From an optimization exercise on the open Yosys and OpenROAD flow, aimed at small area; shortcuts taken in it are not production practice.
Where RTL was checked, it was by simulation tests only, not by an equivalence proof against the original.
Power and IR drop assume default switching activity.

==> inputs of v16 <==
==> flow/design.v <==
`timescale 1ns / 1ps
module PUF_FSM (
    input  wire         clock,
    input  wire         reset,
    input  wire         start,
    input  wire         puf_request,
    input  wire         wdone,       
    input  wire         puf_out,     
    input  wire [11:0]  dm1,         
    input  wire [15:0]  row,         
    input  wire [15:0]  col,         
    output wire         done,
    output wire [255:0] crp,
    output wire [11:0]  oc,
    output reg  [3:0]   sel1,
    output reg  [3:0]   sel2,
    output reg  [3:0]   rng1,
    output reg  [3:0]   rng2
);
    reg  [1:0] st;
    reg        idx8;
    wire s0 = (st == 2'd0);
    wire s1 = (st == 2'd1);
    wire s2 = (st == 2'd2);
    wire s3 = (st == 2'd3);
    wire run = st[0];
    assign done = s2;
    reg [5:0] cnt;      
    reg [5:0] ones;     
    reg [11:0] pd;      
    reg [11:0] d0;      
    reg [10:0] md;      
    wire eq = (sel1 == sel2);
    wire last = s1 ? (cnt[5] & cnt[4] & cnt[1]) : (cnt[2] & cnt[0]);
    wire pe = run & wdone & (last | eq);           
    always @(posedge clock, posedge reset) begin
        if (reset) begin
            st   <= 2'd0;
            sel1 <= 4'd0;
            sel2 <= 4'd0;
        end else begin
            case (st)
                2'd0: if (start) st <= 2'd1;
                2'd1: if (idx8) st <= 2'd2;
                2'd2: if (puf_request) st <= 2'd3;
                2'd3: if (idx8) st <= 2'd2;
            endcase
            if (s0 | idx8) begin
                sel1 <= 4'd0;
                sel2 <= 4'd0;
            end else if (pe) begin
                {sel1, sel2} <= {sel1, sel2} + 8'd1;
            end
        end
    end
    always @(posedge clock)
        idx8 <= ~s0 & ~idx8 & pe & (&{sel1, sel2});
    always @(posedge clock) begin
        if (!run | pe) begin
            cnt  <= 6'd0;
            ones <= 6'd0;
        end else if (wdone) begin
            cnt  <= cnt + 6'd1;
            ones <= ones + {5'd0, puf_out};
        end
    end
    wire [11:0] cd = pd - d0;
    assign oc = cd;
    always @(posedge clock, posedge reset) begin
        if (reset) begin
            pd <= 12'd0;
            d0 <= 12'd0;
        end else if (s0 | (s1 & pe)) begin
            pd <= 12'd0;
            d0 <= 12'd0;
        end else if (s1 & wdone) begin
            pd <= dm1;
            if (cnt == 6'd0)
                d0 <= dm1;
        end
    end
    wire close = puf_out ? (dm1[11:1] == 11'd0) : ((&dm1[11:2]) & (dm1[1] ^ dm1[0]));
    wire [10:0] cabs = cd[10:0] ^ {11{cd[11]}};
    wire setrng = s1 & pe & ~eq & close & (cabs >= md);
    always @(posedge clock) begin
        if (s0)
            md <= 11'd0;
        else if (setrng)
            md <= cabs;
    end
    always @(posedge clock, posedge reset) begin
        if (reset) begin
            rng1 <= 4'd0;
            rng2 <= 4'd1;
        end else if (setrng) begin
            rng1 <= sel2;
            rng2 <= sel1;
        end
    end
    wire good = (ones > 6'd45) | (ones < 6'd5);
    wire resp = (ones >= 6'd3);
    genvar i, j;
    wire wg = s1 & pe & good;
    wire wr = s3 & pe & resp;
    wire clrcrp = s2 & puf_request;
    wire [255:0] pg, cr;
    generate
        for (i = 0; i < 16; i = i + 1) begin : g_row
            for (j = 0; j < 16; j = j + 1) begin : g_col
                if (i == j) begin : g_diag
                    assign pg[16*i+j] = 1'b0;
                    assign cr[16*i+j] = 1'b0;
                end else begin : g_bit
                    reg g, c;
                    always @(posedge clock) begin
                        if (s0)
                            g <= 1'b0;
                        else if (wg & row[i] & col[j])
                            g <= 1'b1;
                    end
                    always @(posedge clock) begin
                        if (clrcrp)
                            c <= 1'b0;
                        else if (wr & row[i] & col[j] & g)
                            c <= 1'b1;
                    end
                    assign pg[16*i+j] = g;
                    assign cr[16*i+j] = c;
                end
            end
        end
    endgenerate
    assign crp = cr;
endmodule
`timescale 1ns / 1ps
`default_nettype none
module ro_puf_ctrl (
    input  wire         clock,
    input  wire         reset,
    input  wire         enable,
    input  wire         puf_request,
    input  wire [3:0]   select1,
    input  wire [3:0]   select2,
    input  wire [191:0] counter_outs,
    output wire         puf_out,
    output wire         done,
    output wire [255:0] crp,
    output wire [11:0]  oc,
    output wire [3:0]   sel1,
    output wire [3:0]   sel2,
    output wire [3:0]   rng1,
    output wire [3:0]   rng2,
    output wire         ro_enable,
    output wire         ro_reset,
    output wire         cnt_enable,
    output wire         cnt_reset
);
    reg [5:0] cc;
    always @(posedge clock, posedge reset)
        if (reset) cc <= 6'd0;
        else if (enable) cc <= cc + 6'd1;
    wire wdone = &cc;
    wire [3:0] s1 = sel1 | (select1 & {4{done}});
    wire [3:0] s2 = sel2 | (select2 & {4{done}});
    wire [15:0] h1, h2;
    genvar i;
    generate
        for (i = 0; i < 16; i = i + 1) begin : g_dec
            assign h1[i] = (s1 == i);
            assign h2[i] = (s2 == i);
        end
    endgenerate
    reg [11:0] a, b;
    integer k;
    always @(*) begin
        a = 12'd0;
        b = 12'd0;
        for (k = 0; k < 16; k = k + 1) begin
            a = a | (counter_outs[12*k +: 12] & {12{h1[k]}});
            b = b | (counter_outs[12*k +: 12] & {12{h2[k]}});
        end
    end
    wire [12:0] sum = {1'b0, a} + {1'b0, ~b};    
    assign puf_out = a > b;
    PUF_FSM fsm (
        .clock(clock), .reset(reset), .start(enable), .puf_request(puf_request),
        .wdone(wdone), .puf_out(puf_out), .dm1(sum[11:0]), .row(h1), .col(h2),
        .done(done), .crp(crp), .oc(oc), .sel1(sel1), .sel2(sel2),
        .rng1(rng1), .rng2(rng2));
    assign cnt_enable = ~wdone;
    assign cnt_reset  = (cc == 6'd2) | reset;
    assign ro_enable  = (enable & (cc > 6'd2)) | done;
    assign ro_reset   = reset | ((cc <= 6'd2) & ~done);
endmodule
`default_nettype wire
==> flow/flow/run.sh <==
#!/bin/bash
# Standard layout (the standard.sh), with two changes:
#  - port buffers are buf_1 cells;
#  - the clock tree uses small clock buffers and no dummy loads.
set -o pipefail
export BUFFER_PORTS_ARGS="-buffer_cell sky130_fd_sc_hd__buf_1"
export CTS_ARGS="-sink_clustering_enable -repair_clock_nets -dont_use_dummy_load -buf_list sky130_fd_sc_hd__clkbuf_4 -sink_clustering_size 9 -sink_clustering_max_diameter 60"
bash standard.sh > standard.log 2>&1
==> flow/standard.sh <==
#!/bin/bash
# synth_recipe.tcl (not shown) runs the flow's synth.tcl, then flattens the netlist and writes it again
# the make line also repeats each setting of config.mk as NAME=value (left out here)
make -C /OpenROAD-flow-scripts/flow DESIGN_CONFIG=/design/flow/config.mk WORK_HOME=/design/flow/orfs CLKGATE_MAP_FILE= SYNTH_SCRIPT=/design/flow/synth_recipe.tcl "${@:-finish}"
==> flow/config.mk <==
export PLATFORM = sky130hd
export DESIGN_NAME = ro_puf_ctrl
export DESIGN_NICKNAME = ro_puf_ctrl
export VERILOG_FILES = /design/flow/design.v
export SDC_FILE = /design/flow/constraint.sdc
export NUM_CORES = 4
export LEC_CHECK = 0
export CAP_MARGIN = 20
export CORE_MARGIN = 2
export CORE_UTILIZATION = 60
export SLEW_MARGIN = 20
==> flow/constraint.sdc <==
create_clock -name core_clock -period 12.0 [get_ports {clock}]
set_input_delay 2.4000 -clock core_clock [delete_from_list [all_inputs] [get_ports {clock}]]
set_output_delay 2.4000 -clock core_clock [all_outputs]
set_load 0.01 [all_outputs]
==> v13 (differences from v16) <==
==> flow/flow/run.sh (replaced) <==
#!/bin/bash
# Standard layout (the standard.sh), with these changes:
#  - port buffers are buf_1 cells;
#  - the clock tree uses small clock buffers and no dummy loads;
#  - after global routing, gates off the critical paths are downsized.
set -o pipefail
export BUFFER_PORTS_ARGS="-buffer_cell sky130_fd_sc_hd__buf_1"
export CTS_ARGS="-sink_clustering_enable -repair_clock_nets -dont_use_dummy_load -buf_list sky130_fd_sc_hd__clkbuf_4 -sink_clustering_size 9 -sink_clustering_max_diameter 60"
export RECOVER_POWER=100
bash standard.sh > standard.log 2>&1
==> v4 (differences from v16) <==
--- a/flow/design.v
+++ b/flow/design.v
@@ -9,4 +9,2 @@
     input  wire [11:0]  dm1,         
-    input  wire [15:0]  row,         
-    input  wire [15:0]  col,         
     output wire         done,
@@ -38,2 +36,3 @@
             st   <= 2'd0;
+            idx8 <= 1'b0;
             sel1 <= 4'd0;
@@ -48,2 +47,3 @@
             if (s0 | idx8) begin
+                idx8 <= 1'b0;
                 sel1 <= 4'd0;
@@ -51,3 +51,3 @@
             end else if (pe) begin
-                {sel1, sel2} <= {sel1, sel2} + 8'd1;
+                {idx8, sel1, sel2} <= {1'b0, sel1, sel2} + 9'd1;
             end
@@ -55,4 +55,2 @@
     end
-    always @(posedge clock)
-        idx8 <= ~s0 & ~idx8 & pe & (&{sel1, sel2});
     always @(posedge clock) begin
@@ -67,8 +65,5 @@
     wire [11:0] cd = pd - d0;
-    assign oc = cd;
-    always @(posedge clock, posedge reset) begin
-        if (reset) begin
-            pd <= 12'd0;
-            d0 <= 12'd0;
-        end else if (s0 | (s1 & pe)) begin
+    assign oc = s0 ? 12'd0 : cd;
+    always @(posedge clock) begin
+        if (s0 | (s1 & pe)) begin
             pd <= 12'd0;
@@ -81,3 +76,3 @@
     end
-    wire close = puf_out ? (dm1[11:1] == 11'd0) : ((&dm1[11:2]) & (dm1[1] ^ dm1[0]));
+    wire close = (dm1[11:1] == 11'd0) | ((&dm1[11:2]) & (dm1[1] ^ dm1[0]));
     wire [10:0] cabs = cd[10:0] ^ {11{cd[11]}};
@@ -101,3 +96,10 @@
     wire resp = (ones >= 6'd3);
+    wire [15:0] row, col;
     genvar i, j;
+    generate
+        for (i = 0; i < 16; i = i + 1) begin : g_dec
+            assign row[i] = (sel1 == i);
+            assign col[i] = (sel2 == i);
+        end
+    endgenerate
     wire wg = s1 & pe & good;
@@ -164,10 +166,2 @@
     wire [3:0] s2 = sel2 | (select2 & {4{done}});
-    wire [15:0] h1, h2;
-    genvar i;
-    generate
-        for (i = 0; i < 16; i = i + 1) begin : g_dec
-            assign h1[i] = (s1 == i);
-            assign h2[i] = (s2 == i);
-        end
-    endgenerate
     reg [11:0] a, b;
@@ -178,4 +172,4 @@
         for (k = 0; k < 16; k = k + 1) begin
-            a = a | (counter_outs[12*k +: 12] & {12{h1[k]}});
-            b = b | (counter_outs[12*k +: 12] & {12{h2[k]}});
+            a = a | (counter_outs[12*k +: 12] & {12{s1 == k}});
+            b = b | (counter_outs[12*k +: 12] & {12{s2 == k}});
         end
@@ -183,6 +177,6 @@
     wire [12:0] sum = {1'b0, a} + {1'b0, ~b};    
-    assign puf_out = a > b;
+    assign puf_out = sum[12];
     PUF_FSM fsm (
         .clock(clock), .reset(reset), .start(enable), .puf_request(puf_request),
-        .wdone(wdone), .puf_out(puf_out), .dm1(sum[11:0]), .row(h1), .col(h2),
+        .wdone(wdone), .puf_out(puf_out), .dm1(sum[11:0]),
         .done(done), .crp(crp), .oc(oc), .sel1(sel1), .sel2(sel2),
==> flow/flow/run.sh (replaced) <==
#!/bin/bash
# Standard layout, with the port buffers made of buf_1 cells.
set -o pipefail
export BUFFER_PORTS_ARGS="-buffer_cell sky130_fd_sc_hd__buf_1"
bash standard.sh > standard.log 2>&1
Settings changed: CORE_UTILIZATION 60 to 40.
==> v27 (differences from v16) <==
--- a/flow/design.v
+++ b/flow/design.v
@@ -9,4 +9,2 @@
     input  wire [11:0]  dm1,         
-    input  wire [15:0]  row,         
-    input  wire [15:0]  col,         
     output wire         done,
@@ -38,2 +36,3 @@
             st   <= 2'd0;
+            idx8 <= 1'b0;
             sel1 <= 4'd0;
@@ -48,2 +47,3 @@
             if (s0 | idx8) begin
+                idx8 <= 1'b0;
                 sel1 <= 4'd0;
@@ -51,3 +51,3 @@
             end else if (pe) begin
-                {sel1, sel2} <= {sel1, sel2} + 8'd1;
+                {idx8, sel1, sel2} <= {1'b0, sel1, sel2} + 9'd1;
             end
@@ -55,4 +55,2 @@
     end
-    always @(posedge clock)
-        idx8 <= ~s0 & ~idx8 & pe & (&{sel1, sel2});
     always @(posedge clock) begin
@@ -101,3 +99,10 @@
     wire resp = (ones >= 6'd3);
+    wire [15:0] row, col;
     genvar i, j;
+    generate
+        for (i = 0; i < 16; i = i + 1) begin : g_dec
+            assign row[i] = (sel1 == i);
+            assign col[i] = (sel2 == i);
+        end
+    endgenerate
     wire wg = s1 & pe & good;
@@ -164,10 +169,2 @@
     wire [3:0] s2 = sel2 | (select2 & {4{done}});
-    wire [15:0] h1, h2;
-    genvar i;
-    generate
-        for (i = 0; i < 16; i = i + 1) begin : g_dec
-            assign h1[i] = (s1 == i);
-            assign h2[i] = (s2 == i);
-        end
-    endgenerate
     reg [11:0] a, b;
@@ -178,4 +175,4 @@
         for (k = 0; k < 16; k = k + 1) begin
-            a = a | (counter_outs[12*k +: 12] & {12{h1[k]}});
-            b = b | (counter_outs[12*k +: 12] & {12{h2[k]}});
+            a = a | (counter_outs[12*k +: 12] & {12{s1 == k}});
+            b = b | (counter_outs[12*k +: 12] & {12{s2 == k}});
         end
@@ -186,3 +183,3 @@
         .clock(clock), .reset(reset), .start(enable), .puf_request(puf_request),
-        .wdone(wdone), .puf_out(puf_out), .dm1(sum[11:0]), .row(h1), .col(h2),
+        .wdone(wdone), .puf_out(puf_out), .dm1(sum[11:0]),
         .done(done), .crp(crp), .oc(oc), .sel1(sel1), .sel2(sel2),
==> flow/flow/run.sh (replaced) <==
#!/bin/bash
# Standard layout (the standard.sh), with two changes:
#  - port buffers are buf_1 cells;
#  - the clock tree uses small clock buffers and no dummy loads.
set -o pipefail
export BUFFER_PORTS_ARGS="-buffer_cell sky130_fd_sc_hd__buf_1"
export CTS_ARGS="-sink_clustering_enable -repair_clock_nets -dont_use_dummy_load -buf_list sky130_fd_sc_hd__clkbuf_4 -sink_clustering_size 8 -sink_clustering_max_diameter 30"
bash standard.sh > standard.log 2>&1
==> qor summary <==
metric	v4	v16	v13	v27
Post-DR wirelength/cell	23.8 µm	24.3 µm	24.3 µm	24.4 µm
Later-pin clock latency in the skew report	0.63 ns	0.78 ns	0.78 ns	0.80 ns
Final number of max-transition violations	0	0	326	0
Arrival time at the worst endpoint	5.62 ns	6.78 ns	7.82 ns	5.94 ns
Register area	11,200 µm²	11,300 µm²	11,300 µm²	11,300 µm²
Number of distinct standard cells referenced by the synthesized netlist	78	64	64	79
GR met2 Demand/Resource	45.5%	60.9%	60.9%	61.3%
Hold path start	fsm.g_row[10].g_col[4].g_bit.c$_SDFFE_PP0P_	fsm.g_row[3].g_col[8].g_bit.g$_SDFFE_PP0P_	fsm.g_row[3].g_col[8].g_bit.g$_SDFFE_PP0P_	fsm.idx8$_DFFE_PP0P_
Xor/xnor share of the synthesized area	2.25%	2.27%	2.27%	1.87%
Hold_ws	0.461 ns	0.456 ns	0.458 ns	0.460 ns
Outcome	no timing/DRC/antenna violations	no timing/DRC/antenna violations	complete, but fails checks	no timing/DRC/antenna violations
Reasons for failing layout checks	-	-	max-capacitance violations, max-slew violations	-
Final critical-path setup slack	3.98 ns	2.82 ns	1.78 ns	3.66 ns
Vertical die dimension	252 µm	205 µm	205 µm	205 µm
Clock buffer count	85	73	73	94
Final weighted congestion in routability-driven placement	1.00	0.993	0.993	1.08
Depth of the worst hold-timing path	2	2	2	1
Switching power of the nets	0.00182 W	0.00157 W	0.00157 W	0.00144 W
Setup skew after layout	0.0595 ns	0.0841 ns	0.0836 ns	0.0792 ns
For v16, v13 and v4, only the layout was checked, not whether the RTL still works.

==> re-timing with driven ports <==
The flow's constraints put no driver on any port. The routed layouts listed below were extracted and timed again, unchanged, in two steps.
Step 1: set_driving_cell puts a clkbuf_16 on clock and a buf_2 on each other input, an assumption about the parent block.
Step 2 also shifts input and output timing later by t, the mid clock arrival at the registers, as if the neighbouring blocks saw the same clock.
Slacks: no drivers / after step 1 / after step 2; pairs: no drivers / after step 1.
run	t, ns	slack for setup (ns)	worst register clock-pin slew, ns	pins driven straight from the clock port
v16	0.795	2.816 / 2.783 / 2.783	0.11 / 0.11	1
v13	0.795	1.783 / 1.750 / 1.529	0.11 / 0.11	1
v4	0.657	3.979 / 3.955 / 3.955	0.06 / 0.06	1
v27	0.820	3.657 / 3.637 / 3.637	0.09 / 0.09	1
For v13, which loses most, drivers alone change the setup slack by -0.033 ns; drivers and shift together by -0.254 ns.
